Source: an optimization exercise on an open RTL-to-GDS flow (aim: small area). Production flows keep margins and buffers that such runs may drop.
In this exercise RTL edits were held to simulation tests only and were not proved equivalent to the original.
The clock input has no modelled driver; a real chip could not lean on it and would need a root buffer or a full tree.
Power figures rest on the tool's default switching activity, not on a simulated workload.

==> flow/design.v <==
module updowncounter(A0, A1, ncs, nwr, nrd, clk, rst, start, din, dout, dout_oe, err, cout, dir, ec);
	input ncs, nwr, nrd, A0, A1, clk, rst, start;
	input [7:0] din;
	output [7:0] dout;
	output dout_oe;
	output reg [7:0] cout;
	output reg dir;
	output err;
	output reg ec;
	reg [7:0] plr, ulr, llr, ccr, inc_cc;
	reg out1, start_pos_hold;
	function [8:0] inc9;             
		input [7:0] a;
		integer i;
		reg c;
		begin
			c = 1'b1;
			for (i = 0; i < 8; i = i + 1) begin
				inc9[i] = a[i] ^ c;
				c = c & a[i];
			end
			inc9[8] = c;
		end
	endfunction
	function [8:0] dec9;             
		input [7:0] a;
		integer i;
		reg b;
		begin
			b = 1'b1;
			for (i = 0; i < 8; i = i + 1) begin
				dec9[i] = a[i] ^ b;
				b = b & ~a[i];
			end
			dec9[8] = b;
		end
	endfunction
	function lt8;                    
		input [7:0] a, b;
		integer i;
		reg l;
		begin
			l = 1'b0;
			for (i = 0; i < 8; i = i + 1)
				l = (~a[i] & b[i]) | (~(a[i] ^ b[i]) & l);
			lt8 = l;
		end
	endfunction
	wire wr = ~ncs & ~nwr & nrd;
	wire [7:0] dz = din & {8{~rst}};
	wire [7:0] d1 = din | {8{rst}};
	always @(posedge clk) begin
		if (rst | (wr & ~A1 & ~A0)) plr <= dz;
		if (rst | (wr & ~A1 &  A0)) ulr <= d1;
		if (rst | (wr &  A1 & ~A0)) llr <= dz;
		if (rst | (wr &  A1 &  A0)) ccr <= dz;
	end
	assign dout_oe = ~ncs & nwr & ~nrd;
	assign dout = A0 ? (A1 ? ccr : llr) : (A1 ? ulr : plr);
	wire [8:0] cinc = inc9(cout);    
	wire [8:0] cdec = dec9(cout);    
	wire [8:0] iinc = inc9(inc_cc);
	wire pl_eq_ll = (plr == llr);
	wire pl_eq_ul = (plr == ulr);
	wire all_eq = pl_eq_ll & pl_eq_ul;
	wire all_zero = ~|plr & all_eq;
	wire e3 = (cout == plr);                         
	wire e4 = ~cdec[8] & (cdec[7:0] == plr);         
	wire e5 = ~cinc[8] & (cinc[7:0] == plr);         
	wire e8 = ~cdec[8] & (cdec[7:0] == llr);         
	wire e9 = ~cinc[8] & (cinc[7:0] == ulr);         
	wire ccr_zero = ~|ccr;
	wire last = ~iinc[8] & (iinc[7:0] == ccr);       
	assign err = lt8(plr, llr) | lt8(ulr, plr);
	wire start_posedge = start & ~out1;
	wire x = dir ? e5 : (pl_eq_ll & ((pl_eq_ul & e3) | e4));
	always @(posedge clk) begin
		if (rst) out1 <= 1'b0; else out1 <= start;
	end
	wire up = dir & (~start | pl_eq_ll);
	wire hold_eq = ~dir & ~start & all_eq;
	wire hold_ec = ec & ~last & ~up;
	wire cout_load = ~start_pos_hold & start;
	wire cout_step = start_pos_hold & ~(ccr_zero | hold_eq | hold_ec);
	wire [7:0] cstep = up ? cinc[7:0] : cdec[7:0];
	wire cchg = ~err & (cout_load | cout_step);
	always @(posedge clk) begin
		if (rst) cout <= 8'h00;
		else cout <= (cout & ~{8{cchg}}) | ((start_pos_hold ? cstep : plr) & {8{cchg}});
	end
	always @(posedge clk) begin
		if (rst | err | ccr_zero | ec) start_pos_hold <= 1'b0;
		else if (last & ~dir & ~(all_eq & e3) & pl_eq_ul & e4) start_pos_hold <= 1'b1;
		else if (last & x) start_pos_hold <= 1'b0;
		else if (start_posedge) start_pos_hold <= 1'b1;
	end
	wire dir1_next = (all_eq & e3) | (~(pl_eq_ul & start) & ~e9 & (e8 | ~all_zero));
	wire dir0_next = e9 ? ((pl_eq_ll & e4) | (e3 & e8) | (pl_eq_ul & e8) | (pl_eq_ll & start))
	                    : ((pl_eq_ll & e4) | e8);
	always @(posedge clk) begin
		if (rst) dir <= 1'b1;
		else dir <= dir ? dir1_next : dir0_next;
	end
	always @(posedge clk) begin
		if (rst | ec) inc_cc <= 8'h00;
		else inc_cc <= inc_cc ^ (iinc[7:0] ^ inc_cc) & {8{start_pos_hold & x}};
	end
	always @(posedge clk) begin
		if (rst) ec <= 1'b0;
		else ec <= last & x;
	end
endmodule
==> flow/config.mk <==
export PLATFORM = sky130hd
export DESIGN_NAME = updowncounter
export DESIGN_NICKNAME = updowncounter
export VERILOG_FILES = /design/flow/design.v
export SDC_FILE = /design/flow/constraint.sdc
export NUM_CORES = 4
export LEC_CHECK = 0
export CAP_MARGIN = 0
export CORE_MARGIN = 2
export CORE_UTILIZATION = 75
export GPL_TIMING_DRIVEN = 0
export SLEW_MARGIN = 0
export BUFFER_PORTS_ARGS = -buffer_cell sky130_fd_sc_hd__buf_1
export PRE_CTS_TCL = /design/flow/flow/mycts.tcl
==> flow/constraint.sdc <==
create_clock -name core_clock -period 5.0 [get_ports {clk}]
set_input_delay 1.0000 -clock core_clock [delete_from_list [all_inputs] [get_ports {clk}]]
set_output_delay 1.0000 -clock core_clock [all_outputs]
set_load 0.01 [all_outputs]
standard.sh (not shown) runs the stock make flow with config.mk's settings and CLKGATE_MAP_FILE= SYNTH_SCRIPT=/design/flow/synth_recipe.tcl, a recipe that flattens the netlist after the stock synthesis.
==> flow/flow/run.sh <==
#!/bin/bash
set -euo pipefail
H=$PWD
R=orfs/results/sky130hd/updowncounter/base
# the standard synthesis, for the register names only
sed -e "s#WORK_HOME=[^ ]*#WORK_HOME=$H/std#" standard.sh > std_synth.sh
bash std_synth.sh synth > std_synth.log 2>&1
sed -e "s#SYNTH_SCRIPT=[^ ]*#SYNTH_SCRIPT=$H/flow/my_synth.tcl ADDER_MAP_FILE=#" standard.sh > my_standard.sh
echo "export BUFFER_PORTS_ARGS = -buffer_cell sky130_fd_sc_hd__buf_1" >> config.mk
echo "export PRE_CTS_TCL = $H/flow/mycts.tcl" >> config.mk
if [[ -f flow/extra.mk ]]; then cat flow/extra.mk >> config.mk; fi
export MYABC=$H/flow/area.abc
bash my_standard.sh $H/$R/1_2_yosys.v > make_synth.log 2>&1
python3 flow/rename_regs.py std/results/sky130hd/updowncounter/base/1_2_yosys.v $R/1_2_yosys.v > rename.log 2>&1
bash my_standard.sh > make.log 2>&1
Other scripts of this flow, unchanged in this note and not shown: flow/flow/area.abc, flow/flow/my_synth.tcl, flow/flow/mycts.tcl, flow/flow/rename_regs.py
The starting point completed without violations.
Then changed:
CORE_UTILIZATION = 60   (was 75)
Wire length came out lower by a few percent.
First-iteration DRC count came out lower by well over a third.
Hold slack barely changes.
Cell area goes up slightly.
Die area rose by a quarter to a third.
Cell count rose by a few percent.
Sequential share of layout area is lower by 0.43 points.
Power went down slightly.
Global-route usage decreases by 11 points.
No run of this note takes its clock network from TritonCTS; it comes from the design's own scripts or RTL.

what the ideal ports hide:
Ports are ideal in the flow. The routed layouts listed here were re-timed in OpenROAD.
Step 1 (the two cells are an assumption about what drives the block):
set clk [get_ports {clk}]
set_driving_cell -lib_cell sky130_fd_sc_hd__clkbuf_16 $clk
set_driving_cell -lib_cell sky130_fd_sc_hd__buf_2 [delete_from_list [all_inputs] $clk]
Step 2 times the ports against the registers' clock, not the clock port: input delays grow and output delays shrink by t, the midpoint of the rising clock arrivals with the driver on.
Three values: ideal ports, drivers, drivers and shift; two values: the first two.
run	shift t [ns]	setup slack, ns	worst setup path after step 2	latest minus earliest clock arrival (ns)	worst register clock-pin slew, ns
the first run	0.207	0.460 / 0.460 / 0.460	register to register	0.004 / 0.004	0.10 / 0.10
the second run	0.206	0.584 / 0.584 / 0.584	register to register	0.007 / 0.006	0.10 / 0.10
After both steps setup and hold are still met in every run listed.
